Context: an optimization exercise on an open-source flow, tuned for small area and a short achievable clock period. The choices shown serve that exercise and are no tape-out recipe. Only simulation tests tie the RTL to the original design; equivalence was not proved.

==> flow/design.v <==
module mul16_cs (
	input	[15:0]	a,
	input	[15:0]	b,
	output	[95:0]	r
);
wire one0 = b[0] ^ 1'b0;
wire two0 = (b[1] & ~b[0] & ~1'b0) | (~b[1] & b[0] & 1'b0);
wire neg0 = b[1];
wire pp0_0 = ((one0 & a[0]) | (two0 & 1'b0)) ^ neg0;
wire pp0_1 = ((one0 & a[1]) | (two0 & a[0])) ^ neg0;
wire pp0_2 = ((one0 & a[2]) | (two0 & a[1])) ^ neg0;
wire pp0_3 = ((one0 & a[3]) | (two0 & a[2])) ^ neg0;
wire pp0_4 = ((one0 & a[4]) | (two0 & a[3])) ^ neg0;
wire pp0_5 = ((one0 & a[5]) | (two0 & a[4])) ^ neg0;
wire pp0_6 = ((one0 & a[6]) | (two0 & a[5])) ^ neg0;
wire pp0_7 = ((one0 & a[7]) | (two0 & a[6])) ^ neg0;
wire pp0_8 = ((one0 & a[8]) | (two0 & a[7])) ^ neg0;
wire pp0_9 = ((one0 & a[9]) | (two0 & a[8])) ^ neg0;
wire pp0_10 = ((one0 & a[10]) | (two0 & a[9])) ^ neg0;
wire pp0_11 = ((one0 & a[11]) | (two0 & a[10])) ^ neg0;
wire pp0_12 = ((one0 & a[12]) | (two0 & a[11])) ^ neg0;
wire pp0_13 = ((one0 & a[13]) | (two0 & a[12])) ^ neg0;
wire pp0_14 = ((one0 & a[14]) | (two0 & a[13])) ^ neg0;
wire pp0_15 = ((one0 & a[15]) | (two0 & a[14])) ^ neg0;
wire pp0_16 = ((one0 & 1'b0) | (two0 & a[15])) ^ neg0;
wire one1 = b[2] ^ b[1];
wire two1 = (b[3] & ~b[2] & ~b[1]) | (~b[3] & b[2] & b[1]);
wire neg1 = b[3];
wire pp1_0 = ((one1 & a[0]) | (two1 & 1'b0)) ^ neg1;
wire pp1_1 = ((one1 & a[1]) | (two1 & a[0])) ^ neg1;
wire pp1_2 = ((one1 & a[2]) | (two1 & a[1])) ^ neg1;
wire pp1_3 = ((one1 & a[3]) | (two1 & a[2])) ^ neg1;
wire pp1_4 = ((one1 & a[4]) | (two1 & a[3])) ^ neg1;
wire pp1_5 = ((one1 & a[5]) | (two1 & a[4])) ^ neg1;
wire pp1_6 = ((one1 & a[6]) | (two1 & a[5])) ^ neg1;
wire pp1_7 = ((one1 & a[7]) | (two1 & a[6])) ^ neg1;
wire pp1_8 = ((one1 & a[8]) | (two1 & a[7])) ^ neg1;
wire pp1_9 = ((one1 & a[9]) | (two1 & a[8])) ^ neg1;
wire pp1_10 = ((one1 & a[10]) | (two1 & a[9])) ^ neg1;
wire pp1_11 = ((one1 & a[11]) | (two1 & a[10])) ^ neg1;
wire pp1_12 = ((one1 & a[12]) | (two1 & a[11])) ^ neg1;
wire pp1_13 = ((one1 & a[13]) | (two1 & a[12])) ^ neg1;
wire pp1_14 = ((one1 & a[14]) | (two1 & a[13])) ^ neg1;
wire pp1_15 = ((one1 & a[15]) | (two1 & a[14])) ^ neg1;
wire pp1_16 = ((one1 & 1'b0) | (two1 & a[15])) ^ neg1;
wire one2 = b[4] ^ b[3];
wire two2 = (b[5] & ~b[4] & ~b[3]) | (~b[5] & b[4] & b[3]);
wire neg2 = b[5];
wire pp2_0 = ((one2 & a[0]) | (two2 & 1'b0)) ^ neg2;
wire pp2_1 = ((one2 & a[1]) | (two2 & a[0])) ^ neg2;
wire pp2_2 = ((one2 & a[2]) | (two2 & a[1])) ^ neg2;
wire pp2_3 = ((one2 & a[3]) | (two2 & a[2])) ^ neg2;
wire pp2_4 = ((one2 & a[4]) | (two2 & a[3])) ^ neg2;
wire pp2_5 = ((one2 & a[5]) | (two2 & a[4])) ^ neg2;
wire pp2_6 = ((one2 & a[6]) | (two2 & a[5])) ^ neg2;
wire pp2_7 = ((one2 & a[7]) | (two2 & a[6])) ^ neg2;
wire pp2_8 = ((one2 & a[8]) | (two2 & a[7])) ^ neg2;
wire pp2_9 = ((one2 & a[9]) | (two2 & a[8])) ^ neg2;
wire pp2_10 = ((one2 & a[10]) | (two2 & a[9])) ^ neg2;
wire pp2_11 = ((one2 & a[11]) | (two2 & a[10])) ^ neg2;
wire pp2_12 = ((one2 & a[12]) | (two2 & a[11])) ^ neg2;
wire pp2_13 = ((one2 & a[13]) | (two2 & a[12])) ^ neg2;
wire pp2_14 = ((one2 & a[14]) | (two2 & a[13])) ^ neg2;
wire pp2_15 = ((one2 & a[15]) | (two2 & a[14])) ^ neg2;
wire pp2_16 = ((one2 & 1'b0) | (two2 & a[15])) ^ neg2;
wire one3 = b[6] ^ b[5];
wire two3 = (b[7] & ~b[6] & ~b[5]) | (~b[7] & b[6] & b[5]);
wire neg3 = b[7];
wire pp3_0 = ((one3 & a[0]) | (two3 & 1'b0)) ^ neg3;
wire pp3_1 = ((one3 & a[1]) | (two3 & a[0])) ^ neg3;
wire pp3_2 = ((one3 & a[2]) | (two3 & a[1])) ^ neg3;
wire pp3_3 = ((one3 & a[3]) | (two3 & a[2])) ^ neg3;
wire pp3_4 = ((one3 & a[4]) | (two3 & a[3])) ^ neg3;
wire pp3_5 = ((one3 & a[5]) | (two3 & a[4])) ^ neg3;
wire pp3_6 = ((one3 & a[6]) | (two3 & a[5])) ^ neg3;
wire pp3_7 = ((one3 & a[7]) | (two3 & a[6])) ^ neg3;
wire pp3_8 = ((one3 & a[8]) | (two3 & a[7])) ^ neg3;
wire pp3_9 = ((one3 & a[9]) | (two3 & a[8])) ^ neg3;
wire pp3_10 = ((one3 & a[10]) | (two3 & a[9])) ^ neg3;
wire pp3_11 = ((one3 & a[11]) | (two3 & a[10])) ^ neg3;
wire pp3_12 = ((one3 & a[12]) | (two3 & a[11])) ^ neg3;
wire pp3_13 = ((one3 & a[13]) | (two3 & a[12])) ^ neg3;
wire pp3_14 = ((one3 & a[14]) | (two3 & a[13])) ^ neg3;
wire pp3_15 = ((one3 & a[15]) | (two3 & a[14])) ^ neg3;
wire pp3_16 = ((one3 & 1'b0) | (two3 & a[15])) ^ neg3;
wire one4 = b[8] ^ b[7];
wire two4 = (b[9] & ~b[8] & ~b[7]) | (~b[9] & b[8] & b[7]);
wire neg4 = b[9];
wire pp4_0 = ((one4 & a[0]) | (two4 & 1'b0)) ^ neg4;
wire pp4_1 = ((one4 & a[1]) | (two4 & a[0])) ^ neg4;
wire pp4_2 = ((one4 & a[2]) | (two4 & a[1])) ^ neg4;
wire pp4_3 = ((one4 & a[3]) | (two4 & a[2])) ^ neg4;
wire pp4_4 = ((one4 & a[4]) | (two4 & a[3])) ^ neg4;
wire pp4_5 = ((one4 & a[5]) | (two4 & a[4])) ^ neg4;
wire pp4_6 = ((one4 & a[6]) | (two4 & a[5])) ^ neg4;
wire pp4_7 = ((one4 & a[7]) | (two4 & a[6])) ^ neg4;
wire pp4_8 = ((one4 & a[8]) | (two4 & a[7])) ^ neg4;
wire pp4_9 = ((one4 & a[9]) | (two4 & a[8])) ^ neg4;
wire pp4_10 = ((one4 & a[10]) | (two4 & a[9])) ^ neg4;
wire pp4_11 = ((one4 & a[11]) | (two4 & a[10])) ^ neg4;
wire pp4_12 = ((one4 & a[12]) | (two4 & a[11])) ^ neg4;
wire pp4_13 = ((one4 & a[13]) | (two4 & a[12])) ^ neg4;
wire pp4_14 = ((one4 & a[14]) | (two4 & a[13])) ^ neg4;
wire pp4_15 = ((one4 & a[15]) | (two4 & a[14])) ^ neg4;
wire pp4_16 = ((one4 & 1'b0) | (two4 & a[15])) ^ neg4;
wire one5 = b[10] ^ b[9];
wire two5 = (b[11] & ~b[10] & ~b[9]) | (~b[11] & b[10] & b[9]);
wire neg5 = b[11];
wire pp5_0 = ((one5 & a[0]) | (two5 & 1'b0)) ^ neg5;
wire pp5_1 = ((one5 & a[1]) | (two5 & a[0])) ^ neg5;
wire pp5_2 = ((one5 & a[2]) | (two5 & a[1])) ^ neg5;
wire pp5_3 = ((one5 & a[3]) | (two5 & a[2])) ^ neg5;
wire pp5_4 = ((one5 & a[4]) | (two5 & a[3])) ^ neg5;
wire pp5_5 = ((one5 & a[5]) | (two5 & a[4])) ^ neg5;
wire pp5_6 = ((one5 & a[6]) | (two5 & a[5])) ^ neg5;
wire pp5_7 = ((one5 & a[7]) | (two5 & a[6])) ^ neg5;
wire pp5_8 = ((one5 & a[8]) | (two5 & a[7])) ^ neg5;
wire pp5_9 = ((one5 & a[9]) | (two5 & a[8])) ^ neg5;
wire pp5_10 = ((one5 & a[10]) | (two5 & a[9])) ^ neg5;
wire pp5_11 = ((one5 & a[11]) | (two5 & a[10])) ^ neg5;
wire pp5_12 = ((one5 & a[12]) | (two5 & a[11])) ^ neg5;
wire pp5_13 = ((one5 & a[13]) | (two5 & a[12])) ^ neg5;
wire pp5_14 = ((one5 & a[14]) | (two5 & a[13])) ^ neg5;
wire pp5_15 = ((one5 & a[15]) | (two5 & a[14])) ^ neg5;
wire pp5_16 = ((one5 & 1'b0) | (two5 & a[15])) ^ neg5;
wire one6 = b[12] ^ b[11];
wire two6 = (b[13] & ~b[12] & ~b[11]) | (~b[13] & b[12] & b[11]);
wire neg6 = b[13];
wire pp6_0 = ((one6 & a[0]) | (two6 & 1'b0)) ^ neg6;
wire pp6_1 = ((one6 & a[1]) | (two6 & a[0])) ^ neg6;
wire pp6_2 = ((one6 & a[2]) | (two6 & a[1])) ^ neg6;
wire pp6_3 = ((one6 & a[3]) | (two6 & a[2])) ^ neg6;
wire pp6_4 = ((one6 & a[4]) | (two6 & a[3])) ^ neg6;
wire pp6_5 = ((one6 & a[5]) | (two6 & a[4])) ^ neg6;
wire pp6_6 = ((one6 & a[6]) | (two6 & a[5])) ^ neg6;
wire pp6_7 = ((one6 & a[7]) | (two6 & a[6])) ^ neg6;
wire pp6_8 = ((one6 & a[8]) | (two6 & a[7])) ^ neg6;
wire pp6_9 = ((one6 & a[9]) | (two6 & a[8])) ^ neg6;
wire pp6_10 = ((one6 & a[10]) | (two6 & a[9])) ^ neg6;
wire pp6_11 = ((one6 & a[11]) | (two6 & a[10])) ^ neg6;
wire pp6_12 = ((one6 & a[12]) | (two6 & a[11])) ^ neg6;
wire pp6_13 = ((one6 & a[13]) | (two6 & a[12])) ^ neg6;
wire pp6_14 = ((one6 & a[14]) | (two6 & a[13])) ^ neg6;
wire pp6_15 = ((one6 & a[15]) | (two6 & a[14])) ^ neg6;
wire pp6_16 = ((one6 & 1'b0) | (two6 & a[15])) ^ neg6;
wire one7 = b[14] ^ b[13];
wire two7 = (b[15] & ~b[14] & ~b[13]) | (~b[15] & b[14] & b[13]);
wire neg7 = b[15];
wire pp7_0 = ((one7 & a[0]) | (two7 & 1'b0)) ^ neg7;
wire pp7_1 = ((one7 & a[1]) | (two7 & a[0])) ^ neg7;
wire pp7_2 = ((one7 & a[2]) | (two7 & a[1])) ^ neg7;
wire pp7_3 = ((one7 & a[3]) | (two7 & a[2])) ^ neg7;
wire pp7_4 = ((one7 & a[4]) | (two7 & a[3])) ^ neg7;
wire pp7_5 = ((one7 & a[5]) | (two7 & a[4])) ^ neg7;
wire pp7_6 = ((one7 & a[6]) | (two7 & a[5])) ^ neg7;
wire pp7_7 = ((one7 & a[7]) | (two7 & a[6])) ^ neg7;
wire pp7_8 = ((one7 & a[8]) | (two7 & a[7])) ^ neg7;
wire pp7_9 = ((one7 & a[9]) | (two7 & a[8])) ^ neg7;
wire pp7_10 = ((one7 & a[10]) | (two7 & a[9])) ^ neg7;
wire pp7_11 = ((one7 & a[11]) | (two7 & a[10])) ^ neg7;
wire pp7_12 = ((one7 & a[12]) | (two7 & a[11])) ^ neg7;
wire pp7_13 = ((one7 & a[13]) | (two7 & a[12])) ^ neg7;
wire pp7_14 = ((one7 & a[14]) | (two7 & a[13])) ^ neg7;
wire pp7_15 = ((one7 & a[15]) | (two7 & a[14])) ^ neg7;
wire pp7_16 = ((one7 & 1'b0) | (two7 & a[15])) ^ neg7;
wire pp8_0 = a[0] & b[15];
wire pp8_1 = a[1] & b[15];
wire pp8_2 = a[2] & b[15];
wire pp8_3 = a[3] & b[15];
wire pp8_4 = a[4] & b[15];
wire pp8_5 = a[5] & b[15];
wire pp8_6 = a[6] & b[15];
wire pp8_7 = a[7] & b[15];
wire pp8_8 = a[8] & b[15];
wire pp8_9 = a[9] & b[15];
wire pp8_10 = a[10] & b[15];
wire pp8_11 = a[11] & b[15];
wire pp8_12 = a[12] & b[15];
wire pp8_13 = a[13] & b[15];
wire pp8_14 = a[14] & b[15];
wire pp8_15 = a[15] & b[15];
wire hs1 = neg2 ^ pp0_4;
wire hc2 = neg2 & pp0_4;
wire hs3 = pp0_5 ^ pp1_3;
wire hc4 = pp0_5 & pp1_3;
wire fs5 = neg3 ^ pp0_6 ^ pp1_4;
wire fc6 = (neg3 & pp0_6) | (pp1_4 & (neg3 ^ pp0_6));
wire hs7 = pp2_2 ^ pp3_0;
wire hc8 = pp2_2 & pp3_0;
wire fs9 = pp0_7 ^ pp1_5 ^ pp2_3;
wire fc10 = (pp0_7 & pp1_5) | (pp2_3 & (pp0_7 ^ pp1_5));
wire hs11 = pp3_1 ^ hc8;
wire hc12 = pp3_1 & hc8;
wire fs13 = neg4 ^ pp0_8 ^ pp1_6;
wire fc14 = (neg4 & pp0_8) | (pp1_6 & (neg4 ^ pp0_8));
wire fs15 = pp2_4 ^ pp3_2 ^ pp4_0;
wire fc16 = (pp2_4 & pp3_2) | (pp4_0 & (pp2_4 ^ pp3_2));
wire hs17 = fc10 ^ fs13;
wire hc18 = fc10 & fs13;
wire fs19 = pp0_9 ^ pp1_7 ^ pp2_5;
wire fc20 = (pp0_9 & pp1_7) | (pp2_5 & (pp0_9 ^ pp1_7));
wire fs21 = pp3_3 ^ pp4_1 ^ fc14;
wire fc22 = (pp3_3 & pp4_1) | (fc14 & (pp3_3 ^ pp4_1));
wire hs23 = fc16 ^ fs19;
wire hc24 = fc16 & fs19;
wire fs25 = neg5 ^ pp0_10 ^ pp1_8;
wire fc26 = (neg5 & pp0_10) | (pp1_8 & (neg5 ^ pp0_10));
wire fs27 = pp2_6 ^ pp3_4 ^ pp4_2;
wire fc28 = (pp2_6 & pp3_4) | (pp4_2 & (pp2_6 ^ pp3_4));
wire fs29 = pp5_0 ^ fc20 ^ fs25;
wire fc30 = (pp5_0 & fc20) | (fs25 & (pp5_0 ^ fc20));
wire hs31 = fs27 ^ hc24;
wire hc32 = fs27 & hc24;
wire fs33 = pp0_11 ^ pp1_9 ^ pp2_7;
wire fc34 = (pp0_11 & pp1_9) | (pp2_7 & (pp0_11 ^ pp1_9));
wire fs35 = pp3_5 ^ pp4_3 ^ pp5_1;
wire fc36 = (pp3_5 & pp4_3) | (pp5_1 & (pp3_5 ^ pp4_3));
wire fs37 = fc26 ^ fc28 ^ fs33;
wire fc38 = (fc26 & fc28) | (fs33 & (fc26 ^ fc28));
wire hs39 = fs35 ^ fc30;
wire hc40 = fs35 & fc30;
wire fs41 = neg6 ^ pp0_12 ^ pp1_10;
wire fc42 = (neg6 & pp0_12) | (pp1_10 & (neg6 ^ pp0_12));
wire fs43 = pp2_8 ^ pp3_6 ^ pp4_4;
wire fc44 = (pp2_8 & pp3_6) | (pp4_4 & (pp2_8 ^ pp3_6));
wire fs45 = pp5_2 ^ pp6_0 ^ fc34;
wire fc46 = (pp5_2 & pp6_0) | (fc34 & (pp5_2 ^ pp6_0));
wire fs47 = fc36 ^ fs41 ^ fs43;
wire fc48 = (fc36 & fs41) | (fs43 & (fc36 ^ fs41));
wire hs49 = fc38 ^ fs45;
wire hc50 = fc38 & fs45;
wire fs51 = pp0_13 ^ pp1_11 ^ pp2_9;
wire fc52 = (pp0_13 & pp1_11) | (pp2_9 & (pp0_13 ^ pp1_11));
wire fs53 = pp3_7 ^ pp4_5 ^ pp5_3;
wire fc54 = (pp3_7 & pp4_5) | (pp5_3 & (pp3_7 ^ pp4_5));
wire fs55 = pp6_1 ^ fc42 ^ fc44;
wire fc56 = (pp6_1 & fc42) | (fc44 & (pp6_1 ^ fc42));
wire fs57 = fs51 ^ fs53 ^ fc46;
wire fc58 = (fs51 & fs53) | (fc46 & (fs51 ^ fs53));
wire hs59 = fc48 ^ fs55;
wire hc60 = fc48 & fs55;
wire fs61 = neg7 ^ pp0_14 ^ pp1_12;
wire fc62 = (neg7 & pp0_14) | (pp1_12 & (neg7 ^ pp0_14));
wire fs63 = pp2_10 ^ pp3_8 ^ pp4_6;
wire fc64 = (pp2_10 & pp3_8) | (pp4_6 & (pp2_10 ^ pp3_8));
wire fs65 = pp5_4 ^ pp6_2 ^ pp7_0;
wire fc66 = (pp5_4 & pp6_2) | (pp7_0 & (pp5_4 ^ pp6_2));
wire fs67 = fc52 ^ fc54 ^ fs61;
wire fc68 = (fc52 & fc54) | (fs61 & (fc52 ^ fc54));
wire fs69 = fs63 ^ fs65 ^ fc56;
wire fc70 = (fs63 & fs65) | (fc56 & (fs63 ^ fs65));
wire hs71 = fs67 ^ hc60;
wire hc72 = fs67 & hc60;
wire fs73 = pp0_15 ^ pp1_13 ^ pp2_11;
wire fc74 = (pp0_15 & pp1_13) | (pp2_11 & (pp0_15 ^ pp1_13));
wire fs75 = pp3_9 ^ pp4_7 ^ pp5_5;
wire fc76 = (pp3_9 & pp4_7) | (pp5_5 & (pp3_9 ^ pp4_7));
wire fs77 = pp6_3 ^ pp7_1 ^ fc62;
wire fc78 = (pp6_3 & pp7_1) | (fc62 & (pp6_3 ^ pp7_1));
wire fs79 = fc64 ^ fc66 ^ fs73;
wire fc80 = (fc64 & fc66) | (fs73 & (fc64 ^ fc66));
wire fs81 = fs75 ^ fc68 ^ fs77;
wire fc82 = (fs75 & fc68) | (fs77 & (fs75 ^ fc68));
wire hs83 = fs79 ^ fc70;
wire hc84 = fs79 & fc70;
wire fs85 = pp8_0 ^ pp0_16 ^ pp1_14;
wire fc86 = (pp8_0 & pp0_16) | (pp1_14 & (pp8_0 ^ pp0_16));
wire fs87 = pp2_12 ^ pp3_10 ^ pp4_8;
wire fc88 = (pp2_12 & pp3_10) | (pp4_8 & (pp2_12 ^ pp3_10));
wire fs89 = pp5_6 ^ pp6_4 ^ pp7_2;
wire fc90 = (pp5_6 & pp6_4) | (pp7_2 & (pp5_6 ^ pp6_4));
wire fs91 = fc74 ^ fc76 ^ fs85;
wire fc92 = (fc74 & fc76) | (fs85 & (fc74 ^ fc76));
wire fs93 = fs87 ^ fs89 ^ fc78;
wire fc94 = (fs87 & fs89) | (fc78 & (fs87 ^ fs89));
wire fs95 = fc80 ^ fs91 ^ fc82;
wire fc96 = (fc80 & fs91) | (fc82 & (fc80 ^ fs91));
wire fs97 = neg0 ^ pp8_1 ^ pp1_15;
wire fc98 = (neg0 & pp8_1) | (pp1_15 & (neg0 ^ pp8_1));
wire fs99 = pp2_13 ^ pp3_11 ^ pp4_9;
wire fc100 = (pp2_13 & pp3_11) | (pp4_9 & (pp2_13 ^ pp3_11));
wire fs101 = pp5_7 ^ pp6_5 ^ pp7_3;
wire fc102 = (pp5_7 & pp6_5) | (pp7_3 & (pp5_7 ^ pp6_5));
wire fs103 = fc86 ^ fc88 ^ fc90;
wire fc104 = (fc86 & fc88) | (fc90 & (fc86 ^ fc88));
wire fs105 = fs97 ^ fs99 ^ fs101;
wire fc106 = (fs97 & fs99) | (fs101 & (fs97 ^ fs99));
wire fs107 = fc92 ^ fs103 ^ fs105;
wire fc108 = (fc92 & fs103) | (fs105 & (fc92 ^ fs103));
wire fs109 = neg0 ^ pp8_2 ^ pp1_16;
wire fc110 = (neg0 & pp8_2) | (pp1_16 & (neg0 ^ pp8_2));
wire fs111 = pp2_14 ^ pp3_12 ^ pp4_10;
wire fc112 = (pp2_14 & pp3_12) | (pp4_10 & (pp2_14 ^ pp3_12));
wire fs113 = pp5_8 ^ pp6_6 ^ pp7_4;
wire fc114 = (pp5_8 & pp6_6) | (pp7_4 & (pp5_8 ^ pp6_6));
wire fs115 = fc98 ^ fc100 ^ fc102;
wire fc116 = (fc98 & fc100) | (fc102 & (fc98 ^ fc100));
wire fs117 = fs109 ^ fs111 ^ fs113;
wire fc118 = (fs109 & fs111) | (fs113 & (fs109 ^ fs111));
wire fs119 = fc104 ^ fc106 ^ fs115;
wire fc120 = (fc104 & fc106) | (fs115 & (fc104 ^ fc106));
wire fs121 = ~neg0 ^ ~neg1 ^ pp8_3;
wire fc122 = (~neg0 & ~neg1) | (pp8_3 & (~neg0 ^ ~neg1));
wire fs123 = pp2_15 ^ pp3_13 ^ pp4_11;
wire fc124 = (pp2_15 & pp3_13) | (pp4_11 & (pp2_15 ^ pp3_13));
wire fs125 = pp5_9 ^ pp6_7 ^ pp7_5;
wire fc126 = (pp5_9 & pp6_7) | (pp7_5 & (pp5_9 ^ pp6_7));
wire fs127 = fs121 ^ fc110 ^ fc112;
wire fc128 = (fs121 & fc110) | (fc112 & (fs121 ^ fc110));
wire fs129 = fc114 ^ fs123 ^ fs125;
wire fc130 = (fc114 & fs123) | (fs125 & (fc114 ^ fs123));
wire fs131 = fc116 ^ fc118 ^ fs127;
wire fc132 = (fc116 & fc118) | (fs127 & (fc116 ^ fc118));
wire fs133 = 1'b1 ^ pp8_4 ^ fc122;
wire fc134 = (1'b1 & pp8_4) | (fc122 & (1'b1 ^ pp8_4));
wire fs135 = pp2_16 ^ pp3_14 ^ pp4_12;
wire fc136 = (pp2_16 & pp3_14) | (pp4_12 & (pp2_16 ^ pp3_14));
wire fs137 = pp5_10 ^ pp6_8 ^ pp7_6;
wire fc138 = (pp5_10 & pp6_8) | (pp7_6 & (pp5_10 ^ pp6_8));
wire fs139 = fs133 ^ fc124 ^ fc126;
wire fc140 = (fs133 & fc124) | (fc126 & (fs133 ^ fc124));
wire fs141 = fs135 ^ fs137 ^ fc128;
wire fc142 = (fs135 & fs137) | (fc128 & (fs135 ^ fs137));
wire hs143 = fc130 ^ fs139;
wire hc144 = fc130 & fs139;
wire fs145 = ~neg2 ^ pp8_5 ^ pp3_15;
wire fc146 = (~neg2 & pp8_5) | (pp3_15 & (~neg2 ^ pp8_5));
wire fs147 = pp4_13 ^ pp5_11 ^ pp6_9;
wire fc148 = (pp4_13 & pp5_11) | (pp6_9 & (pp4_13 ^ pp5_11));
wire fs149 = pp7_7 ^ fc134 ^ fc136;
wire fc150 = (pp7_7 & fc134) | (fc136 & (pp7_7 ^ fc134));
wire fs151 = fc138 ^ fs145 ^ fs147;
wire fc152 = (fc138 & fs145) | (fs147 & (fc138 ^ fs145));
wire fs153 = fc140 ^ fs149 ^ fs151;
wire fc154 = (fc140 & fs149) | (fs151 & (fc140 ^ fs149));
wire fs155 = 1'b1 ^ pp8_6 ^ pp3_16;
wire fc156 = (1'b1 & pp8_6) | (pp3_16 & (1'b1 ^ pp8_6));
wire fs157 = pp4_14 ^ pp5_12 ^ pp6_10;
wire fc158 = (pp4_14 & pp5_12) | (pp6_10 & (pp4_14 ^ pp5_12));
wire fs159 = pp7_8 ^ fc146 ^ fc148;
wire fc160 = (pp7_8 & fc146) | (fc148 & (pp7_8 ^ fc146));
wire fs161 = fs155 ^ fs157 ^ fc150;
wire fc162 = (fs155 & fs157) | (fc150 & (fs155 ^ fs157));
wire hs163 = fc152 ^ fs159;
wire hc164 = fc152 & fs159;
wire fs165 = ~neg3 ^ pp8_7 ^ pp4_15;
wire fc166 = (~neg3 & pp8_7) | (pp4_15 & (~neg3 ^ pp8_7));
wire fs167 = pp5_13 ^ pp6_11 ^ pp7_9;
wire fc168 = (pp5_13 & pp6_11) | (pp7_9 & (pp5_13 ^ pp6_11));
wire fs169 = fc156 ^ fc158 ^ fs165;
wire fc170 = (fc156 & fc158) | (fs165 & (fc156 ^ fc158));
wire fs171 = fs167 ^ fc160 ^ fs169;
wire fc172 = (fs167 & fc160) | (fs169 & (fs167 ^ fc160));
wire fs173 = 1'b1 ^ pp8_8 ^ pp4_16;
wire fc174 = (1'b1 & pp8_8) | (pp4_16 & (1'b1 ^ pp8_8));
wire fs175 = pp5_14 ^ pp6_12 ^ pp7_10;
wire fc176 = (pp5_14 & pp6_12) | (pp7_10 & (pp5_14 ^ pp6_12));
wire fs177 = fc166 ^ fc168 ^ fs173;
wire fc178 = (fc166 & fc168) | (fs173 & (fc166 ^ fc168));
wire hs179 = fs175 ^ fc170;
wire hc180 = fs175 & fc170;
wire fs181 = ~neg4 ^ pp8_9 ^ pp5_15;
wire fc182 = (~neg4 & pp8_9) | (pp5_15 & (~neg4 ^ pp8_9));
wire fs183 = pp6_13 ^ pp7_11 ^ fc174;
wire fc184 = (pp6_13 & pp7_11) | (fc174 & (pp6_13 ^ pp7_11));
wire fs185 = fc176 ^ fs181 ^ fc178;
wire fc186 = (fc176 & fs181) | (fc178 & (fc176 ^ fs181));
wire fs187 = 1'b1 ^ pp8_10 ^ pp5_16;
wire fc188 = (1'b1 & pp8_10) | (pp5_16 & (1'b1 ^ pp8_10));
wire fs189 = pp6_14 ^ pp7_12 ^ fc182;
wire fc190 = (pp6_14 & pp7_12) | (fc182 & (pp6_14 ^ pp7_12));
wire hs191 = fs187 ^ fc184;
wire hc192 = fs187 & fc184;
wire fs193 = ~neg5 ^ pp8_11 ^ pp6_15;
wire fc194 = (~neg5 & pp8_11) | (pp6_15 & (~neg5 ^ pp8_11));
wire fs195 = pp7_13 ^ fc188 ^ fs193;
wire fc196 = (pp7_13 & fc188) | (fs193 & (pp7_13 ^ fc188));
wire fs197 = 1'b1 ^ pp8_12 ^ pp6_16;
wire fc198 = (1'b1 & pp8_12) | (pp6_16 & (1'b1 ^ pp8_12));
wire hs199 = pp7_14 ^ fc194;
wire hc200 = pp7_14 & fc194;
wire fs201 = ~neg6 ^ pp8_13 ^ pp7_15;
wire fc202 = (~neg6 & pp8_13) | (pp7_15 & (~neg6 ^ pp8_13));
wire hs203 = 1'b1 ^ pp8_14;
wire hc204 = 1'b1 & pp8_14;
assign r[0] = pp0_0;
assign r[32] = neg0;
assign r[64] = 1'b0;
assign r[1] = pp0_1;
assign r[33] = 1'b0;
assign r[65] = 1'b0;
assign r[2] = pp0_2;
assign r[34] = pp1_0;
assign r[66] = neg1;
assign r[3] = pp0_3;
assign r[35] = pp1_1;
assign r[67] = 1'b0;
assign r[4] = pp1_2;
assign r[36] = pp2_0;
assign r[68] = hs1;
assign r[5] = pp2_1;
assign r[37] = hc2;
assign r[69] = hs3;
assign r[6] = hc4;
assign r[38] = fs5;
assign r[70] = hs7;
assign r[7] = fc6;
assign r[39] = fs9;
assign r[71] = hs11;
assign r[8] = fs15;
assign r[40] = hc12;
assign r[72] = hs17;
assign r[9] = hc18;
assign r[41] = fs21;
assign r[73] = hs23;
assign r[10] = fc22;
assign r[42] = fs29;
assign r[74] = hs31;
assign r[11] = fs37;
assign r[43] = hc32;
assign r[75] = hs39;
assign r[12] = fs47;
assign r[44] = hc40;
assign r[76] = hs49;
assign r[13] = hc50;
assign r[45] = fs57;
assign r[77] = hs59;
assign r[14] = fc58;
assign r[46] = fs69;
assign r[78] = hs71;
assign r[15] = fs81;
assign r[47] = hc72;
assign r[79] = hs83;
assign r[16] = fs93;
assign r[48] = hc84;
assign r[80] = fs95;
assign r[17] = fc94;
assign r[49] = fc96;
assign r[81] = fs107;
assign r[18] = fs117;
assign r[50] = fc108;
assign r[82] = fs119;
assign r[19] = fs129;
assign r[51] = fc120;
assign r[83] = fs131;
assign r[20] = fc132;
assign r[52] = fs141;
assign r[84] = hs143;
assign r[21] = hc144;
assign r[53] = fc142;
assign r[85] = fs153;
assign r[22] = fs161;
assign r[54] = fc154;
assign r[86] = hs163;
assign r[23] = hc164;
assign r[55] = fc162;
assign r[87] = fs171;
assign r[24] = fs177;
assign r[56] = fc172;
assign r[88] = hs179;
assign r[25] = fs183;
assign r[57] = hc180;
assign r[89] = fs185;
assign r[26] = fs189;
assign r[58] = fc186;
assign r[90] = hs191;
assign r[27] = fc190;
assign r[59] = hc192;
assign r[91] = fs195;
assign r[28] = fs197;
assign r[60] = fc196;
assign r[92] = hs199;
assign r[29] = fc198;
assign r[61] = hc200;
assign r[93] = fs201;
assign r[30] = pp7_16;
assign r[62] = fc202;
assign r[94] = hs203;
assign r[31] = ~neg7;
assign r[63] = pp8_15;
assign r[95] = hc204;
endmodule
module mul16_add (
	input	[95:0]	r,
	output	[31:0]	p
);
wire [31:0] x = r[31:0], y = r[63:32], z = r[95:64];
wire [31:0] s = x ^ y ^ z;
wire [31:0] c = (x & y) | (z & (x ^ y));
assign p = s + {c[30:0], 1'b0};
endmodule
`timescale 1ns/100ps
module tta16 (
	input		cpu_clk_i,
	input		cpu_rst_i,
	output	reg		wb_cyc_o,
	output		[1:0]	wb_stb_o,
	output	reg		wb_we_o,
	input			wb_ack_i,
	input			wb_rty_i,
	input			wb_err_i,
	output		[2:0]	wb_cti_o,
	output		[1:0]	wb_bte_o,
	output		[22:0]	wb_adr_o,
	output		[1:0]	wb_sel_o,
	output		[15:0]	wb_dat_o,
	input		[1:0]	wb_sel_i,
	input		[15:0]	wb_dat_i,
	output			imem_en_o,
	output		[9:0]	imem_adr_o,
	input		[31:0]	imem_dat_i,
	output		[1:0]	imem_we_o,
	output		[9:0]	imem_wadr_o,
	output		[15:0]	imem_wdat_o
);
reg		run;		 
reg	[15:0]	rf[15:0];
reg	[15:0]	t_reg0, t_reg1;
reg	[9:0]	pc_prev;
reg		t_bra;
reg	[9:0]	iadr;
reg	[6:0]	rseg, wseg;
reg	[15:0]	t_data_a, t_data_b, t_data_c, t_com;
reg		t_rad, t_wad;			 
reg		t_sub, t_bits;			 
reg	[1:0]	t_mode;				 
reg		t_reg, t_mul, t_msr;		 
reg		x_zf, x_bf;
reg	[15:0]	x_diff, x_bits, x_mem;
reg	[95:0]	x_prod;				 
reg	[22:0]	wb_adr;
reg	[15:0]	wb_dat;
wire	[31:0]	instr	= imem_dat_i;
wire	[1:0]	f_src_a	= instr[31:30];
wire	[2:0]	f_dst_a	= instr[29:27];
wire	[1:0]	f_src_b	= instr[26:25];
wire	[2:0]	f_dst_b	= instr[24:22];
wire	[1:0]	f_src_c	= instr[21:20];
wire	[1:0]	f_dst_c	= instr[19:18];
wire	[2:0]	f_com	= instr[17:15];
wire	[3:0]	f_reg1	= instr[14:11];
wire	[3:0]	f_reg0	= {instr[14], instr[10:8]};
wire	[15:0]	f_immed	= {{9{instr[7]}}, instr[6:0]};
wire	[15:0]	f_limm	= {{6{instr[10]}}, instr[9:0]};
wire	[9:0]	pc_next	= {pc_prev[8:1], pc_prev[0]^pc_prev[3], pc_prev[9]};
wire	[9:0]	pc	= t_bra ? t_data_a[9:0] : pc_next;
wire	[31:0]	prod;
mul16_add MULADD (
	.r	(x_prod),
	.p	(prod)
);
assign	wb_cti_o	= 3'b000;
assign	wb_bte_o	= 2'b00;
assign	wb_sel_o	= 2'b11;
assign	wb_adr_o	= wb_adr;
assign	wb_dat_o	= wb_dat;
assign	wb_stb_o	= {wb_adr[22], ~wb_adr[22]};
assign	imem_en_o	= run;
assign	imem_adr_o	= pc;
assign	imem_we_o	= {run & t_msr & (t_data_c[2:0] == 3'd5),
			   run & t_msr & (t_data_c[2:0] == 3'd4)};
assign	imem_wadr_o	= iadr;
assign	imem_wdat_o	= t_com;
wire	mem_op	= (f_dst_a == 3'd2 || f_dst_a == 3'd3);
always @(posedge cpu_clk_i)
	if (cpu_rst_i)		run	<= 1;
	else if (wb_ack_i)	run	<= 1;
	else if (mem_op)	run	<= 0;
always @(posedge cpu_clk_i)
	if (run) begin
		case (f_src_a)
		0:	t_data_a	<= t_com;
		1:	t_data_a	<= f_limm;
		2:	t_data_a	<= t_reg0;
		3:	t_data_a	<= x_mem;
		endcase
		case (f_src_b)
		0:	t_data_b	<= t_com;
		1:	t_data_b	<= f_immed;
		2:	t_data_b	<= t_reg0;
		3:	t_data_b	<= x_mem;
		endcase
		case (f_src_c)
		0:	t_data_c	<= t_com;
		1:	t_data_c	<= x_diff;
		2:	t_data_c	<= t_reg1;
		3:	t_data_c	<= {6'd0, pc_next};
		endcase
		case (f_com)
		0:	t_com	<= t_com;
		1:	t_com	<= f_immed;
		2:	t_com	<= t_reg1;
		3:	t_com	<= x_mem;
		4:	t_com	<= x_diff;
		5:	t_com	<= x_bits;
		6:	t_com	<= prod[15:0];
		7:	t_com	<= prod[31:16];
		endcase
		t_sub	<= (f_dst_b == 3'd1 || f_dst_b == 3'd2);
		t_bits	<= (f_dst_b == 3'd3 || f_dst_b[2]);
		t_mode	<= f_dst_b[1:0];
		t_reg	<= (f_dst_c == 2'd1);
		t_mul	<= (f_dst_c == 2'd2);
		t_msr	<= (f_dst_c == 2'd3);
		t_reg0	<= rf[f_reg0];
		t_reg1	<= rf[f_reg1];
	end
always @(posedge cpu_clk_i) begin
	t_rad	<= run & (f_dst_a == 3'd2);
	t_wad	<= run & (f_dst_a == 3'd3);
end
wire	jmp	= (f_dst_a == 3'd1) ||
		  (f_dst_a == 3'd5 && !x_bf) ||
		  (f_dst_a == 3'd4 && x_bf) ||
		  (f_dst_a == 3'd7 && !x_zf) ||
		  (f_dst_a == 3'd6 && x_zf);
always @(posedge cpu_clk_i)
	if (cpu_rst_i)		t_bra	<= 0;
	else if (run)		t_bra	<= !t_bra && jmp;
always @(posedge cpu_clk_i)
	if (cpu_rst_i)		pc_prev	<= 10'd1;
	else if (run)		pc_prev	<= pc;
always @(posedge cpu_clk_i)
	if (run && t_reg)	rf[f_reg1]	<= t_data_c;
always @(posedge cpu_clk_i)
	if (cpu_rst_i)		x_bf	<= 0;
	else if (run && t_sub)	{x_bf, x_diff}	<= {1'b0, t_com} - {1'b0, t_data_b};
wire	[95:0]	mul_r;
mul16_cs MUL (
	.a	(t_data_c),
	.b	(t_com),
	.r	(mul_r)
);
always @(posedge cpu_clk_i)
	if (run && t_mul)	x_prod	<= mul_r;
reg	[15:0]	bits_n;
always @(*)
	case (t_mode)
	0:	bits_n	= ~(t_data_b & t_com);
	1:	bits_n	= t_data_b & t_com;
	2:	bits_n	= ~(t_data_b | t_com);
	3:	bits_n	= ~(t_data_b ^ t_com);
	endcase
always @(posedge cpu_clk_i)
	if (cpu_rst_i)
		x_zf	<= 1;
	else if (run && t_bits) begin
		x_bits	<= ~bits_n;
		x_zf	<= &bits_n;
	end
always @(posedge cpu_clk_i)
	if (cpu_rst_i)	{rseg, wseg, iadr}	<= 0;
	else if (t_msr) case (t_data_c[2:0])
		0:	rseg	<= t_com[6:0];
		1:	wseg	<= t_com[6:0];
		2:	iadr	<= t_com[9:0];
	endcase
always @(posedge cpu_clk_i)
	if (cpu_rst_i)
		{wb_we_o, wb_cyc_o}	<= 0;
	else if (t_wad) begin
		wb_cyc_o	<= 1;
		wb_we_o		<= 1;
		wb_adr		<= {wseg, t_data_a};
		wb_dat		<= t_data_c;
	end else if (t_rad) begin
		wb_cyc_o	<= 1;
		wb_we_o		<= 0;
		wb_adr		<= {rseg, t_data_a};
	end else if (wb_ack_i || wb_rty_i)
		{wb_we_o, wb_cyc_o}	<= 0;
always @(posedge cpu_clk_i)
	if (wb_ack_i)	x_mem	<= wb_dat_i;
endmodule	 
==> flow/run.sh <==
#!/bin/bash
# synth_recipe.tcl (not shown) runs the flow's synth.tcl, then flattens the netlist and writes it again
# the make line also repeats each setting of config.mk as NAME=value (left out here)
make -C /OpenROAD-flow-scripts/flow DESIGN_CONFIG=/design/flow/config.mk WORK_HOME=/design/flow/orfs CLKGATE_MAP_FILE= SYNTH_SCRIPT=/design/flow/synth_recipe.tcl finish
==> flow/config.mk <==
export PLATFORM = sky130hd
export DESIGN_NAME = tta16
export DESIGN_NICKNAME = tta16
export VERILOG_FILES = /design/flow/design.v
export SDC_FILE = /design/flow/constraint.sdc
export NUM_CORES = 4
export LEC_CHECK = 0
export ABC_CLOCK_PERIOD_IN_PS = 3500
export CAP_MARGIN = 20
export CORE_MARGIN = 2
export CORE_UTILIZATION = 40
export PLACE_DENSITY = 0.6
export SETUP_SLACK_MARGIN = 4.5
export SLEW_MARGIN = 20
==> flow/constraint.sdc <==
create_clock -name core_clock -period 8.0 [get_ports {cpu_clk_i}]
set_input_delay 1.6000 -clock core_clock [delete_from_list [all_inputs] [get_ports {cpu_clk_i}]]
set_output_delay 1.6000 -clock core_clock [all_outputs]
set_load 0.01 [all_outputs]
==> impl_results.md, run 1 <==
* Min-Delay Startpoint: t_data_a[12]
* Cell Area, Synth at approximately 0.036 mm2
* Crit path cell chain: clkdlybuf4s50_1, buf_4, nand2_1, nor2_1, buf_4
* Rows at 109
* Post-synthesis cell type count at 76
* Post-synth EDFFs at 538
* Critical path origin: imem_dat_i[13]
* Fin Hold WS at a little over 0.4 ns
* Fmax at around 280 MHz
* Largest regs: rf: 256 flops, x_prod: 92 flops, wb_adr: 23 flops
* Largest net degree at the start of global routing at slightly below 80
* Layout cells sized above 1 at 18.6%
* Syn Area/Cell at 12.0 um2
* Critical path data arrival time at approximately 3.9 ns
* Min-Delay Path Class: reg2reg
* Grt ovf at 0
* CTS tree: built
* Area of the core at 0.0884 mm2
* Initial Util at between 40% and 50%
* Synth Area in Adders at about a tenth
* Initial DRC count at ~3200
* CP bufs+invs at 3
* Synth Flop Type: edfxtp_1
* Initial antenna violation count at 3
* Async SR Flop Fraction at 0%
* Clock Skews at 0.0484 ns
* Top-count cell post-synth: edfxtp_1
* P&R area growth vs syn at 16.3%
* Number of buffers created by CTS at between 50 and 60
* CP startpoint kind: input port
* Die area at 0.0914 mm2
* Multiplexer share of the synthesized area at ~15%
* Period utilization at ~44%
* Status: timing/DRC/antenna clean
* Leading area contributor after synthesis: edfxtp_1
* Critical path's slowest cell: nor2_1
* Synth Area in Compound Gates at roughly an eighth
* CP Capture Type: register
* Most common cell on crit path: buf_4
* Max-Slew Margin vs Limit at a little over a fifth
* Final setup viols at 0
* Hold_buf cts at 0
* Setup CP Type: in2reg
* Net count reported at finish at 3316
* Total Wirelength at ~110 mm
* Router iterations before antenna repair at 8
* Clock Sink Count at slightly below 600
* Unrepaired setup endpoints after global routing: yes
* Final TNS setup at 0 ns
* GRT Util Overall at 24.0%
* Top reg by flops: rf
* Max-Cap Viols at 0
* Root Buffer: clkbuf_16
* Main combinational cell family by area after synthesis: multiplexers
* XOR/XNOR Fraction of Synth Area at 1.70%
* Post-route minimum period at 3.55 ns
* Crit path max fanout at 23
* Die width at ~300 um
* Highest cell delay on the worst timing path at just under 0.8 ns
* Post-Syn Instances at around 3000
* Commonest cells in the synthesized netlist: 538 x edfxtp_1, 311 x a21oi_1, 215 x clkbuf_1
* Via count at about 26000
* Hold Fails Final Rpt at 0
* Vias in the first global route at roughly 25000
* Simple logic cell fraction of the synthesized area at roughly 8%
* Max clock buf depth at 3
* Slew @ Worst Pin at between 1 and 1.5 ns
* # port buffers at ~130
* Post-layout util at between 40% and 50%
* I/O pin cnt at around 140
* # fillers at roughly 7800
* Later-pin clock latency in the skew report at 0.65 ns
* First-pass GRT wire length at between 150 and 200 mm
* Largest cells by area after synthesis: edfxtp_1 45%, mux4_2 13%, fa_1 6.1%
* H-tree levels at 2
* RD Place Congestion at around 0.94
* HPWL after DPL at 73.9 mm
* Post-synth top area share at between 40% and 50%
* Crit path required time at 8.33 ns
* Avg WL per Cell at 26.3 um
* Top cell family by delay on the critical path: buffers and inverters
* FF-to-FF Start: x_prod[18]
* Clk slew on worst S/H paths at ~0.06 ns
* Ys Warns at 1
* Pins Over Slew Limit at 0
* Number of remaining DRC errors at 0
* Register area share after synthesis at 47.7%
* DIE HEIGHT at a little over 300 um
* Max reg flops at 256
* Final ANT Viol Nets at 0
* Via density at a little over 6
* Yosys reg bits at just under 600
[per-layer routing]
layer	GRT usage (%)	up-vias	routed length, um
met2	39.8	1357	53900
met4	6.23	4	3390
met5	0	-	23
met3	4.15	221	9910
li1	-	11300	-
met1	32.7	13100	44900
[placed cells by master, fill, tap and decap left out, drive strengths merged, types with 53 or more instances in the layout]
cell and instances:
nor2 208, clkdlybuf4s50 103, clkbuf 74, fa 108, o22ai 79, mux2i 53, nand2b 53, buf 168
inv 131, ha 102, o21ai 172, a21oi 312, edfxtp 538, mux4 202, nand2 185
[repair_timing]
| action | 4_1_cts | 5_1_grt |
|---|---|---|
| gates resized for setup | 132 | 45 |
| pin swaps | 1 | 6 |
| setup buffers | 56 | 20 |
| setup endpoints to repair | 198 | 79 |
| gates cloned | 9 | 5 |
[final timing paths]
| check | to | slack [ns] | depth (start not counted) |
|---|---|---|---|
| worst min-delay path | wb_adr[12] | 0.41 | 0 |
| worst max-delay path | rf[14][6] | 4.45 | 5 |
| worst min register to register | wb_adr[12] | 0.41 | 0 |
| worst max register to register | t_com[8] | 4.48 | 8 |
[cell type report]
| class | instances | area, um2 | share of cell area (%) |
|---|---|---|---|
| clock buffers | 68 | 1530 | 3.69 |
| diodes | 1 | 2.50 | 0.00604 |
| well taps | 1165 | 1460 | 3.52 |
| multi-input cells | 1961 | 17200 | 41.5 |
| repair buffers | 304 | 3260 | 7.86 |
| inverters | 145 | 591 | 1.43 |
| clock inverters | 43 | 405 | 0.978 |
| flip-flops and latches | 580 | 17000 | 41.0 |
[metrics by stage]
stage | std cells | instance area, um2 | worst slack [ns]
floorplan | 2973 | 35700 | 4.27
global route | 4266 | 41400 | 4.40
detailed placement | 4065 | 37900 | 3.16
global placement | 4064 | 37900 | 3.27
finish | 4267 | 41400 | 4.45
CTS | 4241 | 41000 | 4.31
[kinds of logic after synthesis]
group | count (synthesis)
mux | 273
flops | 580
simple gates | 625
other cells | 2
xor+xnor | 69
buf+inv | 433
fa+ha+maj | 234
compound gates | 752
==> run 2, diff against run 1 <==
==> flow/config.mk (replaced) <==
export PLATFORM = sky130hd
export DESIGN_NAME = tta16
export DESIGN_NICKNAME = tta16
export VERILOG_FILES = /design/flow/design.v
export SDC_FILE = /design/flow/constraint.sdc
export NUM_CORES = 4
export LEC_CHECK = 0
export ABC_CLOCK_PERIOD_IN_PS = 3000
export CAP_MARGIN = 20
export CORE_MARGIN = 2
export CORE_UTILIZATION = 40
export PLACE_DENSITY = 0.6
export SETUP_SLACK_MARGIN = 5
export SLEW_MARGIN = 20
==> run 2 against run 1 <==
- non-clock buffer count rose by 252
- register-to-register slack got worse by 0.05 ns
- via count rose by 10%
- worst hold slack improved by 0.011 ns
- utilization rose by 6.2 points
- cell count rose by 6.0%
- critical path depth rose by 6
- cell area rose by 13%
- synthesized cell count did not move
- first-iteration DRC count rose by 38%
==> impl_results.md, run 2 <==
* Initial Util at 40.3% (unchanged)
* Via density at 6.34 (was 6.09)
* Top reg by flops: rf (unchanged)
* Number of remaining DRC errors at 0 (unchanged)
* Syn Area/Cell at 12.0 um2 (unchanged)
* Max-Cap Viols at 0 (unchanged)
* Max clock buf depth at 3 (unchanged)
* Vias in the first global route at 27100 (was 24900)
* Cell Area, Synth at 0.0356 mm2 (unchanged)
* Period utilization at 44.6% (was 44.4%)
* Number of buffers created by CTS at 61 (was 59)
* Max reg flops at 256 (unchanged)
* Post-Syn Instances at 2968 (unchanged)
* Hold Fails Final Rpt at 0 (unchanged)
* Yosys reg bits at 580 (unchanged)
* Die width at 302 um (unchanged)
* Total Wirelength at 131 mm (was 112 mm)
* Critical path data arrival time at 3.96 ns (was 3.88 ns)
* Clock Skews at 0.0382 ns (was 0.0484 ns)
* Leading area contributor after synthesis: edfxtp_1 (unchanged)
* Largest net degree at the start of global routing at 70 (was 79)
* CP Capture Type: register (unchanged)
* Commonest non-fill, non-tap cell in the layout: edfxtp_1 (unchanged)
* Clock Sink Count at 580 (unchanged)
* RD Place Congestion at 0.923 (was 0.937)
* Fmax at 280 MHz (was 281 MHz)
* P&R area growth vs syn at 31.7% (was 16.3%)
* Root Buffer: clkbuf_16 (unchanged)
* Min-Delay Path Class: reg2reg (unchanged)
* Via count at 28700 (was 26000)
* Diode count at 0 (was 1)
* Post-synth top area share at 45.4% (unchanged)
* Async SR Flop Fraction at 0% (unchanged)
* CP startpoint kind: register (was input port)
* Post-route minimum period at 3.57 ns (was 3.55 ns)
* Area of the core at 0.0884 mm2 (unchanged)
* # port buffers at 133 (unchanged)
* Avg WL per Cell at 29.0 um (was 26.3 um)
* Layout cells sized above 1 at 34.6% (was 18.6%)
* Rows at 109 (unchanged)
* Grt ovf at 0 (unchanged)
* # fillers at 7188 (was 7783)
* H-tree levels at 2 (unchanged)
* Max-Slew Margin vs Limit at 25.5% (was 21.6%)
* Hold_buf cts at 0 (unchanged)
* Slew @ Worst Pin at 1.11 ns (was 1.17 ns)
* DIE HEIGHT at 302 um (unchanged)
* First-pass GRT wire length at 180 mm (was 163 mm)
* Register area share after synthesis at 47.7% (unchanged)
* Synth Flop Type: edfxtp_1 (unchanged)
* Router iterations before antenna repair at 9 (was 8)
* Final ANT Viol Nets at 0 (unchanged)
* Unrepaired setup endpoints after global routing: yes (unchanged)
* GRT Util Overall at 26.8% (was 24.0%)
* Later-pin clock latency in the skew report at 0.67 ns (was 0.65 ns)
* Post-synth EDFFs at 538 (unchanged)
* Commonest cells in the synthesized netlist: 538 x edfxtp_1, 311 x a21oi_1, 215 x clkbuf_1 (unchanged)
* Ys Warns at 1 (unchanged)
* Net count reported at finish at 3572 (was 3316)
* Clk slew on worst S/H paths at 0.06 ns (about the same)
* Largest cells by area after synthesis: edfxtp_1 45%, mux4_2 13%, fa_1 6.1% (unchanged)
* Crit path max fanout at 18 (was 23)
* Final TNS setup at 0 ns (unchanged)
* Setup CP Type: reg2reg (was in2reg)
* Final setup viols at 0 (unchanged)
* Initial antenna violation count at 8 (was 3)
* HPWL after DPL at 74.0 mm (was 73.9 mm)
* Initial DRC count at 4411 (was 3186)
* Largest regs: rf: 256 flops, x_prod: 92 flops, wb_adr: 23 flops (unchanged)
* Fin Hold WS at 0.426 ns (was 0.415 ns)
* Post-synthesis cell type count at 76 (unchanged)
* Pins Over Slew Limit at 0 (unchanged)
* CTS tree: built (unchanged)
* I/O pin cnt at 144 (unchanged)
* Commonest cells after routing, fill and taps aside: 538 x edfxtp_1, 277 x a21oi_1, 231 x buf_4 (was 538 x edfxtp_1, 311 x a21oi_1, 202 x mux4_2)
* Top-count cell post-synth: edfxtp_1 (unchanged)
* Die area at 0.0914 mm2 (unchanged)
* Status: timing/DRC/antenna clean (unchanged)
* Crit path required time at 8.39 ns (was 8.33 ns)
## run 2: cell counts after synthesis
No cell type changed its count.
## run 2: path summary, 6_finish.rpt
path	from	end	slack [ns]	depth (start not counted)
worst min-delay path	t_data_a[14]	wb_adr[14]	0.43	0
worst max register to register	t_com[11]	x_prod[79]	4.43	11
worst max-delay path	t_com[11]	x_prod[79]	4.43	11
worst min register to register	t_data_a[14]	wb_adr[14]	0.43	0
## run 2: through the flow
| step | worst slack (ns) | std cells | utilization, % | instance area [um2] |
|---|---|---|---|---|
| after global placement | 3.43 | 4054 | 43.1 | 38000 |
| final | 4.43 | 4524 | 53.1 | 46900 |
| after global routing | 4.37 | 4524 | 53.1 | 46900 |
| after CTS | 4.67 | 4401 | 50.4 | 44500 |
| after detailed placement | 3.38 | 4054 | 43.1 | 38000 |
| after floorplan | 4.70 | 2973 | - | 36300 |
## run 2: cell families (layout without fill, tap and decap cells)
| kind of cell | Yosys count | in the layout | synth area share [%] |
|---|---|---|---|
| AND/OR/NAND/NOR | 625 | 627 | 8.08 |
| AO/OA/AOI/OAI | 752 | 752 | 12.6 |
| buffers and inverters | 433 | 817 | 4.76 |
| XOR/XNOR | 69 | 69 | 1.70 |
| flip-flops | 580 | 580 | 47.7 |
| adder cells (fa/ha/maj) | 234 | 234 | 10.3 |
| multiplexers | 273 | 273 | 14.8 |
| other | 2 | 7 | 0.0211 |
## run 2: cell type report
class	count	area, um2	area share, %
clock buffers	80	1650	3.52
repair buffers	556	6880	14.7
well taps	1165	1460	3.11
clock inverters	35	420	0.897
repair inverters	1	5.00	0.0107
multi-input cells	1962	18800	40.2
inverters	145	631	1.34
flip-flops and latches	580	17000	36.3
## run 2: routing by layer
layer | wire (um) | GRT usage (%) | vias to the layer above
li1 | - | - | 11800
met1 | 47500 | 35.0 | 14300
met2 | 60800 | 43.9 | 1968
met3 | 14800 | 5.60 | 577
met4 | 8160 | 10.4 | 12
met5 | 69 | 0 | -
## run 2: worst max-delay path, stage by stage, from the launching register on
cell and delay, ns:
edfxtp_1 0.44, buf_6 0.15, buf_6 0.10, buf_4 0.15, bufbuf_16 0.30, o22ai_1 0.18, nor2_1 0.07, o21ai_0 0.80
fa_2 0.42, inv_2 0.05, fa_2 0.39, ha_4 0.25
## run 2: what timing repair did
| action | 4_1_cts | 5_1_grt |
|---|---|---|
| gates resized for setup | 536 | 314 |
| pin swaps | 73 | 147 |
| endpoints found under the setup margin | 470 | 105 |
| cloned | 39 | 20 |
| setup buffers | 193 | 103 |
==> run 3, diff against run 2 <==
==> flow/flow/run.sh (new file) <==
#!/bin/bash
# The standard layout, with faster port buffers (buf_4 in place of the
# delay-buffer cell buffer_ports picks by default), which the resizer may
# then size as usual.
set -euo pipefail
export BUFFER_PORTS_ARGS="-buffer_cell sky130_fd_sc_hd__buf_4"
bash standard.sh > standard.log 2>&1
==> flow/standard.sh (new file) <==
#!/bin/bash
# synth_recipe.tcl (not shown) runs the flow's synth.tcl, then flattens the netlist and writes it again
# the make line also repeats each setting of config.mk as NAME=value (left out here)
make -C /OpenROAD-flow-scripts/flow DESIGN_CONFIG=/design/flow/config.mk WORK_HOME=/design/flow/orfs CLKGATE_MAP_FILE= SYNTH_SCRIPT=/design/flow/synth_recipe.tcl "${@:-finish}"
==> flow/config.mk (replaced) <==
export PLATFORM = sky130hd
export DESIGN_NAME = tta16
export DESIGN_NICKNAME = tta16
export VERILOG_FILES = /design/flow/design.v
export SDC_FILE = /design/flow/constraint.sdc
export NUM_CORES = 4
export LEC_CHECK = 0
export ABC_CLOCK_PERIOD_IN_PS = 3200
export CAP_MARGIN = 20
export CORE_MARGIN = 2
export CORE_UTILIZATION = 40
export PLACE_DENSITY = 0.6
export SETUP_SLACK_MARGIN = 4.8
export SLEW_MARGIN = 20
removed: flow/run.sh
==> run 3 against run 2 <==
- sequential share of layout area rose by 2.9 points
- largest cell class unchanged
- highest routed layer unchanged
- cell count fell by 3.4%
- via count fell by 5.9%
- clock skew fell by 0.017 ns
- utilization fell by 3.9 points
- die area did not move
- synthesized cell count did not move
- synthesized area did not move
==> impl_results.md, run 3 <==
* Commonest cells after routing, fill and taps aside: 538 x edfxtp_1, 302 x a21oi_1, 276 x buf_4 (was 538 x edfxtp_1, 277 x a21oi_1, 231 x buf_4)
* CP Capture Type: output pin (was register)
* Max-Slew Margin vs Limit at 26.5% (was 25.5%)
* Largest regs: rf: 256 flops, x_prod: 92 flops, wb_adr: 23 flops (unchanged)
* Grt ovf at 0 (unchanged)
* Pins Over Slew Limit at 0 (unchanged)
* Initial DRC count at 3503 (was 4411)
* Slew @ Worst Pin at 1.10 ns (was 1.11 ns)
* Critical path data arrival time at 1.71 ns (was 3.96 ns)
* First-pass GRT wire length at 170 mm (was 180 mm)
* Initial antenna violation count at 8 (unchanged)
* # port buffers at 133 (unchanged)
* Period utilization at 41.4% (was 44.6%)
* Number of remaining DRC errors at 0 (unchanged)
* # fillers at 7565 (was 7188)
* Setup CP Type: reg2out (was reg2reg)
* Ys Warns at 1 (unchanged)
* Fmax at 302 MHz (was 280 MHz)
* Initial Util at 40.3% (unchanged)
* Unrepaired setup endpoints after global routing: yes (unchanged)
* Largest cells by area after synthesis: edfxtp_1 45%, mux4_2 13%, fa_1 6.1% (unchanged)
* Net count reported at finish at 3417 (was 3572)
* Post-synthesis cell type count at 76 (unchanged)
* Vias in the first global route at 25700 (was 27100)
* Diode count at 0 (unchanged)
* DIE HEIGHT at 302 um (unchanged)
* Post-layout util at 49.2% (was 53.1%)
* Commonest non-fill, non-tap cell in the layout: edfxtp_1 (unchanged)
* Top reg by flops: rf (unchanged)
* Synth Flop Type: edfxtp_1 (unchanged)
* Die area at 0.0914 mm2 (unchanged)
* Simple logic cell fraction of the synthesized area at 8.08% (unchanged)
* I/O pin cnt at 144 (unchanged)
* Commonest cells in the synthesized netlist: 538 x edfxtp_1, 311 x a21oi_1, 215 x clkbuf_1 (unchanged)
* Final TNS setup at 0 ns (unchanged)
* P&R area growth vs syn at 22.0% (was 31.7%)
* Area of the core at 0.0884 mm2 (unchanged)
* Total Wirelength at 120 mm (was 131 mm)
* DP Area at 0.0376 mm2 (was 0.0380 mm2)
* Min-Delay Path Class: reg2reg (unchanged)
* Leading area contributor after synthesis: edfxtp_1 (unchanged)
* Fin area at 0.0435 mm2 (was 0.0469 mm2)
* Cell Area, Synth at 0.0356 mm2 (unchanged)
* Layout cells sized above 1 at 28.0% (was 34.6%)
* Die width at 302 um (unchanged)
* Avg WL per Cell at 27.4 um (was 29.0 um)
* Hold Fails Final Rpt at 0 (unchanged)
* Root Buffer: clkbuf_16 (unchanged)
* Synth Area in Adders at 10.3% (unchanged)
* Router iterations before antenna repair at 8 (was 9)
* HPWL after DPL at 74.2 mm (was 74.0 mm)
* Largest net degree at the start of global routing at 80 (was 70)
* Post-synth top area share at 45.4% (unchanged)
* Async SR Flop Fraction at 0% (unchanged)
* Post-route minimum period at 3.31 ns (was 3.57 ns)
* Later-pin clock latency in the skew report at 0.65 ns (was 0.67 ns)
* Via density at 6.18 (was 6.34)
* XOR/XNOR Fraction of Synth Area at 1.70% (unchanged)
* Crit path required time at 6.40 ns (was 8.39 ns)
* Clock Skews at 0.0215 ns (was 0.0382 ns)
* GRT Util Overall at 25.1% (was 26.8%)
* CP startpoint kind: register (unchanged)
* Rows at 109 (unchanged)
* Post-Syn Instances at 2968 (unchanged)
* Clock Sink Count at 580 (unchanged)
* Synth Area in Compound Gates at 12.6% (unchanged)
* Top layer in use: met5 (unchanged)
* Syn Area/Cell at 12.0 um2 (unchanged)
* Met3 WL at 12.8 mm (was 14.8 mm)
* Main combinational cell family by area after synthesis: multiplexers (unchanged)
* Multiplexer share of the synthesized area at 14.8% (unchanged)
* Met1 WL at 46.1 mm (was 47.5 mm)
* Wire length on met2 at 55.4 mm (was 60.8 mm)
* Max clock buf depth at 3 (unchanged)
* Yosys reg bits at 580 (unchanged)
* Final setup viols at 0 (unchanged)
* Status: timing/DRC/antenna clean (unchanged)
* Post-synth EDFFs at 538 (unchanged)
* Clk slew on worst S/H paths at 0.06 ns (about the same)
* Max-Cap Viols at 0 (unchanged)
* Max reg flops at 256 (unchanged)
* Number of buffers created by CTS at 61 (unchanged)
* Final ANT Viol Nets at 0 (unchanged)
* Crit path max fanout at 4 (was 18)
* CTS tree: built (unchanged)
* Register area share after synthesis at 47.7% (unchanged)
* RD Place Congestion at 0.913 (was 0.923)
* H-tree levels at 2 (unchanged)
* Via count at 27000 (was 28700)
* Top-count cell post-synth: edfxtp_1 (unchanged)
==> run 3: worst paths after layout <==
kind,depth (start not counted),from,endpoint,slack [ns]
worst max-delay path,4,t_com[3],imem_wdat_o[3],4.69
worst min-delay path,0,t_data_a[11],wb_adr[11],0.42
worst max register to register,13,t_com[3],x_prod[80],4.73
worst min register to register,0,t_data_a[11],wb_adr[11],0.42
==> run 3: timing repair <==
action                     4_1_cts  5_1_grt
setup buffers                  114       59
pin swaps                       20       39
hold endpoints to repair         0        0
resized for setup              206      122
hold buffers                     0        0
setup endpoints to repair      362      149
cloned                          22       14
==> run 3: logic make-up after synthesis <==
group           count (synthesis)
compound gates                752
simple gates                  625
buf+inv                       433
mux                           273
xor+xnor                       69
flops                         580
other cells                     2
fa+ha+maj                     234
==> run 3: final cells by class <==
| class | instances | area [um2] | share of cell area (%) |
|---|---|---|---|
| clock buffers | 83 | 1750 | 4.03 |
| clock inverters | 33 | 358 | 0.823 |
| inverters | 145 | 636 | 1.46 |
| multi-input cells | 1961 | 17600 | 40.6 |
| flip-flops and latches | 580 | 17000 | 39.1 |
| well taps | 1165 | 1460 | 3.35 |
| repair buffers | 403 | 4630 | 10.6 |
==> run 3: stage by stage <==
stage          instances  worst slack, ns  hold slack (ns)
6_report            4370             4.69            0.420
5_1_grt             4370             4.64            0.427
4_1_cts             4297             4.69            0.422
3_5_place_dp        4045             3.21            0.407
3_3_place_gp        4045             3.27            0.415
2_1_floorplan       2973             4.69            0.400
==> run 3: per-layer routing <==
layer | vias up | global-route usage, %
met2 | 1553 | 39.8
met1 | 13500 | 33.7
met4 | 12 | 9.50
met3 | 362 | 5.89
li1 | 11500 | -
met5 | - | 0
==> run 3: worst max-delay path, cell delays in order, from the launching register on <==
cell,delay (ns)
edfxtp_1,0.50
buf_12,0.19
buf_12,0.12
buf_16,0.13
buf_6,0.11

==> afterwards: timing with drivers on the ports <==
Ports are ideal in the flow. The routed layouts listed here were re-timed in OpenROAD.
Step 1 sets driving cells, clkbuf_16 on the clock port and buf_2 on the other inputs (assumed; they add their load-dependent delay and slew).
Step 2, shift: input delay + t, output delay - t, t = (earliest + latest rising clock arrival at the registers) / 2. This alone moves slack from input paths to output paths.
Three values: no drivers, after step 1, after step 2; two values: the first two.
run	t (ns)	setup WS [ns]	worst data-port slew with drivers (ns)	cell pins on the clock port's net
run 1	0.695	4.446 / 4.472 / 3.790	0.10	1
run 2	0.720	4.429 / 4.429 / 4.148	0.10	1
run 3	0.704	4.691 / 4.625 / 4.176	0.11	1
After both steps every run listed still meets setup and hold. The setup slack of run 1, which loses most, moves by +0.026 ns with the drivers and by -0.656 ns with both steps.
